Background: an optimization exercise with open tools, aiming at small area. Do not read the settings as production practice.
In this exercise RTL edits were held to simulation tests only and were not proved equivalent to the original.
The flow treats the clock pin as an ideal source, which a real chip does not have.
Power is estimated from default activity; no workload was simulated.

// uart_top
module uart_top (
    input clk, rst,
    input tx_start, rx_start,
    input [7:0] tx_data,
    input [16:0] baud,
    input [3:0] length,
    input parity_type, parity_en,
    input stop2,
    output tx_done,rx_done, tx_err, rx_err,
    output [7:0] rx_out
 );
wire tx_tick, rx_tick;
wire tx_rx;
clk_gen clk_dut (clk, rst, baud, tx_tick, rx_tick);
uart_tx tx_dut  (clk, tx_tick, tx_start, rst, tx_data, length, parity_type, parity_en, stop2, tx_rx, tx_done);
uart_rx rx_dut  (clk, rx_tick, rx_start, rst, tx_rx, length, parity_type, parity_en, stop2, rx_out, rx_done, rx_err);
assign tx_err = 1'b0;
endmodule
==> flow/config.mk <==
export PLATFORM = sky130hd
export DESIGN_NAME = uart_top
export DESIGN_NICKNAME = uart_top
export VERILOG_FILES = /design/flow/design.v
export SDC_FILE = /design/flow/constraint.sdc
export NUM_CORES = 4
export LEC_CHECK = 0
export CAP_MARGIN = 20
export CORE_MARGIN = 2
export CORE_UTILIZATION = 40
export PLACE_DENSITY = 0.6
export SLEW_MARGIN = 20
==> flow/constraint.sdc <==
create_clock -name core_clock -period 10.0 [get_ports {clk}]
set_input_delay 2.0000 -clock core_clock [delete_from_list [all_inputs] [get_ports {clk}]]
set_output_delay 2.0000 -clock core_clock [all_outputs]
set_load 0.01 [all_outputs]
standard.sh (not shown) runs the stock make flow with config.mk's settings and CLKGATE_MAP_FILE= SYNTH_SCRIPT=/design/flow/synth_recipe.tcl, a recipe that flattens the netlist after the stock synthesis.
==> flow/flow/run.sh <==
#!/bin/bash
# Standard layout (standard synthesis unchanged), with two changes:
#  - every input and output port still gets its own buffer, but a buf_1
#    instead of the flow's default port buffer cell;
#  - clock tree built from clkbuf_2 cells, without dummy loads.
set -euo pipefail
export BUFFER_PORTS_ARGS="-buffer_cell sky130_fd_sc_hd__buf_1"
export CTS_ARGS="-sink_clustering_enable -repair_clock_nets -buf_list sky130_fd_sc_hd__clkbuf_8 -root_buf sky130_fd_sc_hd__clkbuf_8 -sink_clustering_size 64 -sink_clustering_max_diameter 500 -dont_use_dummy_load"
bash standard.sh > standard_flow.log 2>&1
The baseline finished clean.
Rerun with:
==> flow/flow/run.sh (replaced) <==
#!/bin/bash
# Standard layout (standard synthesis unchanged), with two changes:
#  - every input and output port still gets its own buffer, but a buf_1
#    instead of the flow's default port buffer cell;
#  - clock tree built from clkbuf_2 cells, without dummy loads.
set -euo pipefail
export BUFFER_PORTS_ARGS="-buffer_cell sky130_fd_sc_hd__buf_1"
export CTS_ARGS="-sink_clustering_enable -repair_clock_nets -buf_list sky130_fd_sc_hd__clkbuf_4 -sink_clustering_size 32 -sink_clustering_max_diameter 300 -dont_use_dummy_load"
bash standard.sh > standard_flow.log 2>&1
=> Die area stays the same; worst hold slack gains 0.0075 ns; final area is lower slightly; register-to-register slack is about the same; sequential share of layout area is higher by 0.51 points; synthesized cell count stays the same; worst setup slack gains 0.048 ns; cell count does not change; sequential power hardly moves; clock power is lower by a quarter to a third.
Rerun with:
--- a/flow/flow/run.sh
+++ b/flow/flow/run.sh
@@ -7,3 +7,4 @@
 export BUFFER_PORTS_ARGS="-buffer_cell sky130_fd_sc_hd__buf_1"
 export CTS_ARGS="-sink_clustering_enable -repair_clock_nets -buf_list sky130_fd_sc_hd__clkbuf_4 -sink_clustering_size 32 -sink_clustering_max_diameter 300 -dont_use_dummy_load"
+export RECOVER_POWER=100
 bash standard.sh > standard_flow.log 2>&1
Count of clock-buffer cells in the layout is unchanged.
Synthesized area is unchanged.
Final cell count stays the same.
Synthesized cell count does not change.
Non-clock buffer count does not change.
Clock skew hardly moves.
Worst hold slack barely changes.
Die area does not change.
Fmax went down by 13%.
Routed wire length barely changes.
Power barely changes.
Rerun with:
--- a/flow/flow/run.sh
+++ b/flow/flow/run.sh
@@ -3,5 +3,6 @@
 #  - every input and output port still gets its own buffer, but a buf_1
 #    instead of the flow's default port buffer cell;
-#  - clock tree built from clkbuf_2 cells, without dummy loads.
+#  - clock tree built from clkbuf_4 cells, without dummy loads;
+#  - power recovery (downsizing of gates with slack) after global routing.
 set -euo pipefail
 export BUFFER_PORTS_ARGS="-buffer_cell sky130_fd_sc_hd__buf_1"
Effect: Combinational power hardly moves. Wire length is unchanged. Setup slack does not change. Total power does not change. Register-to-register slack stays flat. Synthesized cell count stays the same. Clock skew is unchanged. Core utilization stays the same. Die area does not change. Final cell count is unchanged. Count of clock-buffer cells in the layout is unchanged.

The RTL this note starts from:
==> flow/design.v <==
`timescale 1ns / 1ps
module clk_gen(
    input clk, rst,
    input [16:0] baud,
    output tx_tick, rx_tick
);
reg [13:0] tx_count;
reg [9:0] rx_count;
reg tx_ph, rx_ph;
wire c4800 = (baud == 17'd4800);
wire c14400 = (baud == 17'd14400);
wire c19200 = (baud == 17'd19200);
wire c38400 = (baud == 17'd38400);
wire c57600 = (baud == 17'd57600);
wire c115200 = (baud == 17'd115200);
wire c128000 = (baud == 17'd128000);
wire tx_wrap = (1'b1 & tx_count[3] & tx_count[5] & tx_count[6] & tx_count[8] & tx_count[11] & tx_count[13]) |
    (~c4800 & tx_count[4] & tx_count[8] & tx_count[10] & tx_count[12]) |
    (c14400 & tx_count[3] & tx_count[6] & tx_count[9] & tx_count[10] & tx_count[11]) |
    (c19200 & tx_count[2] & tx_count[5] & tx_count[6] & tx_count[7] & tx_count[9] & tx_count[11]) |
    (c38400 & tx_count[1] & tx_count[2] & tx_count[3] & tx_count[6] & tx_count[7] & tx_count[8] & tx_count[10]) |
    (c57600 & tx_count[2] & tx_count[3] & tx_count[4] & tx_count[10]) |
    (c115200 & tx_count[1] & tx_count[3] & tx_count[5] & tx_count[6] & tx_count[9]) |
    (c128000 & tx_count[6] & tx_count[9]);
wire rx_wrap = (1'b1 & rx_count[1] & rx_count[3] & rx_count[7] & rx_count[9]) |
    (~c4800 & rx_count[0] & rx_count[2] & rx_count[6] & rx_count[8]) |
    (c14400 & rx_count[3] & rx_count[4] & rx_count[6] & rx_count[7]) |
    (c19200 & rx_count[1] & rx_count[5] & rx_count[7]) |
    (c38400 & rx_count[4] & rx_count[6]) |
    (c57600 & rx_count[0] & rx_count[2] & rx_count[4] & rx_count[5]) |
    (c115200 & rx_count[1] & rx_count[3] & rx_count[4]) |
    (c128000 & rx_count[3] & rx_count[4]);
reg [14:0] tx_c;
reg [10:0] rx_c;
integer i;
always @(*) begin
    tx_c[0] = 1'b1;
    for (i = 0; i < 14; i = i + 1) tx_c[i+1] = tx_c[i] & tx_count[i];
    rx_c[0] = 1'b1;
    for (i = 0; i < 10; i = i + 1) rx_c[i+1] = rx_c[i] & rx_count[i];
end
wire [13:0] tx_inc = tx_count ^ tx_c[13:0];
wire [9:0] rx_inc = rx_count ^ rx_c[9:0];
always @(posedge clk) begin
    if (rst || tx_wrap) tx_count <= 14'd183;
    else                tx_count <= tx_inc;
    if (rst)            tx_ph <= 0;
    else if (tx_wrap)   tx_ph <= ~tx_ph;
end
always @(posedge clk) begin
    if (rst || rx_wrap) rx_count <= 10'd0;
    else                rx_count <= rx_inc;
    if (rst)            rx_ph <= 0;
    else if (rx_wrap)   rx_ph <= ~rx_ph;
end
assign tx_tick = tx_wrap && !tx_ph;
assign rx_tick = rx_wrap && !rx_ph;
endmodule
`timescale 1ns / 1ps
module uart_tx(
    input clk, tx_tick, tx_start,
    input rst,
    input [7:0] tx_data,
    input [3:0] length,
    input parity_type, parity_en,
    input stop2,
    output tx, tx_done
);
localparam [3:0] PAR = 4'd0, START = 4'd1, STOP1 = 4'd2, STOP2 = 4'd3,
                 DONE = 4'd4, IDLE = 4'd6;
reg [3:0] pos;
reg [7:0] tx_reg;
wire [2:0] last = {1'b1, length[3] | (length[1] & length[0]), ~length[0]};
wire is_data = pos[3];
wire is_last = is_data && pos[2:0] == last;
wire par = ^(tx_data[4:0]) ^ (tx_data[5] & (length[3] | length[1]))
         ^ (tx_data[6] & (length[3] | (length[1] & length[0])))
         ^ (tx_data[7] & length[3]) ^ ~parity_type;
always @(posedge clk) begin
    if (pos == START) tx_reg <= tx_data;
    else if (is_last) tx_reg[0] <= par;
end
always @(posedge clk) begin
    if (rst)
        pos <= IDLE;
    else if (tx_tick) begin
        if (is_data)
            pos <= is_last ? (parity_en ? PAR : STOP1) : pos + 1'b1;
        else case (pos)
            IDLE:    pos <= tx_start ? START : IDLE;
            START:   pos <= 4'd8;
            PAR:     pos <= STOP1;
            STOP1:   pos <= stop2 ? STOP2 : DONE;
            STOP2:   pos <= DONE;
            default: pos <= IDLE;
        endcase
    end
end
assign tx = (is_data || pos == PAR) ? tx_reg[pos[2:0]] : (pos != START);
assign tx_done = (pos == DONE);
endmodule
`timescale 1ns / 1ps
module uart_rx(
    input clk, rx_tick, rx_start,
    input rst, rx,
    input [3:0] length,
    input parity_type, parity_en,
    input stop2,
    output reg [7:0] rx_out,
    output rx_done,
    output reg rx_error
);
localparam [3:0] IDLE = 4'd0, START = 4'd1, PAR = 4'd2, STOP1 = 4'd3,
                 STOP2 = 4'd4, DONE = 4'd5;
reg [3:0] pos;
reg [3:0] count;
reg [7:0] datard;
wire is_data = pos[3];
wire c7  = (count == 4'd7);
wire c15 = (count == 4'd15);
wire [3:0] first = {2'b10, length[1] ^ length[0], length[0]};   
always @(posedge clk) begin
    if (rx_tick) begin
        count <= (pos == IDLE) ? 4'd0 : count + 1'b1;
        if (is_data && c7)
            datard <= {rx & length[3],
                       (length[1] & length[0]) ? rx : datard[7],
                       (length[1] & ~length[0]) ? rx : datard[6],
                       (~length[1] & length[0]) ? rx : datard[5],
                       datard[4:1]};
    end
end
always @(posedge clk) begin
    if (rst) begin
        pos      <= IDLE;
        rx_out   <= 8'd0;
        rx_error <= 1'b0;
    end
    else if (rx_tick) begin
        if (is_data) begin
            if (c15) begin
                if (pos == 4'd15) begin
                    rx_out <= datard;
                    pos <= parity_en ? PAR : STOP1;
                end
                else
                    pos <= pos + 1'b1;
            end
        end
        else case (pos)
            IDLE: if (rx_start && !rx) begin
                pos <= START;
                rx_error <= 1'b0;
            end
            START: begin
                if (c7 && rx) pos <= IDLE;
                else if (c15) pos <= first;
            end
            PAR: begin
                if (c7 && (rx ^ ^rx_out ^ ~parity_type)) rx_error <= 1'b1;
                if (c15) pos <= STOP1;
            end
            STOP1: begin
                if (c7 && !rx) rx_error <= 1'b1;
                if (c15) pos <= stop2 ? STOP2 : DONE;
            end
            STOP2: begin
                if (c7 && !rx) rx_error <= 1'b1;
                if (c15) pos <= DONE;
            end
            default: pos <= IDLE;
        endcase
    end
end
assign rx_done = (pos == DONE);
endmodule
`timescale 1ns / 1ps
module uart_top (
    input clk, rst,
    input tx_start, rx_start,
    input [7:0] tx_data,
    input [16:0] baud,
    input [3:0] length,
    input parity_type, parity_en,
    input stop2,
    output tx_done,rx_done, tx_err, rx_err,
    output [7:0] rx_out
 );
wire tx_tick, rx_tick;
wire tx_rx;
clk_gen clk_dut (clk, rst, baud, tx_tick, rx_tick);
uart_tx tx_dut  (clk, tx_tick, tx_start, rst, tx_data, length, parity_type, parity_en, stop2, tx_rx, tx_done);
uart_rx rx_dut  (clk, rx_tick, rx_start, rst, tx_rx, length, parity_type, parity_en, stop2, rx_out, rx_done, rx_err);
assign tx_err = 1'b0;
endmodule
==> flow/config.mk <==
export PLATFORM = sky130hd
export DESIGN_NAME = uart_top
export DESIGN_NICKNAME = uart_top
export VERILOG_FILES = /design/flow/design.v
export SDC_FILE = /design/flow/constraint.sdc
export NUM_CORES = 4
export LEC_CHECK = 0
export CAP_MARGIN = 20
export CORE_MARGIN = 2
export CORE_UTILIZATION = 40
export PLACE_DENSITY = 0.6
export SLEW_MARGIN = 20
==> flow/constraint.sdc <==
create_clock -name core_clock -period 10.0 [get_ports {clk}]
set_input_delay 2.0000 -clock core_clock [delete_from_list [all_inputs] [get_ports {clk}]]
set_output_delay 2.0000 -clock core_clock [all_outputs]
set_load 0.01 [all_outputs]
==> flow/flow/run.sh <==
#!/bin/bash
# Standard layout (standard synthesis unchanged), with these changes:
#  - every input and output port still gets its own buffer, but a buf_1
#    instead of the flow's default port buffer cell;
#  - clock tree built from clkbuf_4 cells, without dummy loads; leaf
#    buffers with many flip-flops are upsized (flow/post_cts.tcl);
#  - power recovery (downsizing of gates with slack) after global routing
#    (RECOVER_POWER), followed by a repair_design pass for any slew or
#    capacitance violation it leaves (flow/post_grt.tcl).
#  - after floorplanning, combinational cells from synthesis are put at their
#    smallest drive strength (flow/downsize.tcl); placement's repair_design
#    and the timing repairs size them back up where needed.
# The make output goes to standard_flow.log; ORFS keeps each step's log
# under orfs/logs.
set -euo pipefail
HERE=$(pwd)
export BUFFER_PORTS_ARGS="-buffer_cell sky130_fd_sc_hd__buf_1"
export CTS_ARGS="-sink_clustering_enable -repair_clock_nets -buf_list sky130_fd_sc_hd__clkbuf_4 -sink_clustering_size 32 -sink_clustering_max_diameter 300 -dont_use_dummy_load"
export POST_FLOORPLAN_TCL=$HERE/flow/downsize.tcl
export POST_CTS_TCL=$HERE/flow/post_cts.tcl
export RECOVER_POWER=100
export POST_GLOBAL_ROUTE_TCL=$HERE/flow/post_grt.tcl
bash standard.sh > standard_flow.log 2>&1
==> flow/flow/downsize.tcl <==
# Put each combinational cell from synthesis at its smallest drive strength
# (smaller area); the flow's repair_design after placement and its timing
# repair size cells back up where slew, capacitance or timing need it.
# Flip-flops, adders, ties and clock cells are left as they are.
set db [ord::get_db]
set block [ord::get_db_block]
set dont_use {}
if {[info exists ::env(DONT_USE_CELLS)]} { set dont_use $::env(DONT_USE_CELLS) }
proc is_dont_use {name pats} {
  foreach p $pats { if {[string match $p $name]} { return 1 } }
  return 0
}
set n 0
set saved 0.0
foreach inst [$block getInsts] {
  set m [$inst getMaster]
  set name [$m getName]
  if {![regexp {^(sky130_fd_sc_hd__([a-z0-9]+))_([0-9]+)$} $name -> base kind drive]} { continue }
  if {[regexp {^(df|edf|sdf|dl|conb|tap|fill|decap|diode|ha|fa|maj|clk|lpflow|probe)} $kind]} { continue }
  set area [expr {[$m getWidth] * [$m getHeight]}]
  set best ""
  set best_area $area
  foreach d {0 1 2 4} {
    if {$d >= $drive} { break }
    set cand [$db findMaster ${base}_$d]
    if {$cand eq "NULL" || [is_dont_use [$cand getName] $dont_use]} { continue }
    set a [expr {[$cand getWidth] * [$cand getHeight]}]
    if {$a < $best_area} { set best $cand; set best_area $a }
  }
  if {$best ne ""} {
    if {[$inst swapMaster $best]} {
      incr n
      set saved [expr {$saved + ($area - $best_area) / 1e6}]
    }
  }
}
puts "downsize: $n cells swapped to a smaller drive, [format %.1f $saved] um^2 less"
Other scripts of this flow, unchanged in this note and not shown: flow/flow/post_cts.tcl, flow/flow/post_grt.tcl
Edit:
--- a/flow/flow/run.sh
+++ b/flow/flow/run.sh
@@ -8,7 +8,4 @@
 #    (RECOVER_POWER), followed by a repair_design pass for any slew or
 #    capacitance violation it leaves (flow/post_grt.tcl).
-#  - after floorplanning, combinational cells from synthesis are put at their
-#    smallest drive strength (flow/downsize.tcl); placement's repair_design
-#    and the timing repairs size them back up where needed.
 # The make output goes to standard_flow.log; ORFS keeps each step's log
 # under orfs/logs.
@@ -17,5 +14,4 @@
 export BUFFER_PORTS_ARGS="-buffer_cell sky130_fd_sc_hd__buf_1"
 export CTS_ARGS="-sink_clustering_enable -repair_clock_nets -buf_list sky130_fd_sc_hd__clkbuf_4 -sink_clustering_size 32 -sink_clustering_max_diameter 300 -dont_use_dummy_load"
-export POST_FLOORPLAN_TCL=$HERE/flow/downsize.tcl
 export POST_CTS_TCL=$HERE/flow/post_cts.tcl
 export RECOVER_POWER=100
- CORE_UTILIZATION: 40 -> 25
- PLACE_DENSITY: 0.6 -> 0.45
removed: flow/flow/downsize.tcl
After rerunning: The new run finished clean. First-iteration DRC count went down by a quarter to a third. Cell area went up by a few percent. Die area went up by well over a third. Sequential share of layout area went down by 1.1 points. Clock skew went up by 0.015 ns. Routed wire length went up by roughly a tenth. Clock-buffer cell count stays the same. Global-route usage went down by 4.4 points. Power went down slightly.

re-timing with driven ports:
The flow's constraints put no driver on any port. The routed layouts listed below were extracted and timed again, unchanged, in two steps.
Step 1, drivers: a clkbuf_16 drives clk and a buf_2 each remaining input, both assumed.
Step 2 moves the port delays by t, midway between the first and last clock arrival at a register: inputs arrive t later, outputs are due t later. That takes back most of the time a late clock gives input paths.
a / b / c = ideal ports / drivers / drivers and shift; a / b = the first two.
run | shift t [ns] | slack for setup (ns) | latest minus earliest clock arrival (ns) | pins driven straight from the clock port
the first run of note 1 | 0.355 | 6.015 / 6.022 / 5.668 | 0.024 / 0.025 | 1
the second run of note 1 | 0.408 | 6.063 / 6.066 / 5.658 | 0.039 / 0.039 | 1
the third run of note 1 | 0.415 | 5.472 / 5.475 / 5.059 | 0.039 / 0.039 | 1
the fourth run of note 1 | 0.415 | 5.472 / 5.475 / 5.059 | 0.039 / 0.039 | 1
the first run of note 2 | 0.424 | 5.418 / 5.425 / 5.001 | 0.023 / 0.023 | 1
the second run of note 2 | 0.404 | 5.644 / 5.652 / 5.248 | 0.036 / 0.036 | 1
After both steps every run listed still meets setup and hold. The setup slack of the first run of note 2, which loses most, moves by +0.007 ns with the drivers and by -0.417 ns with both steps.
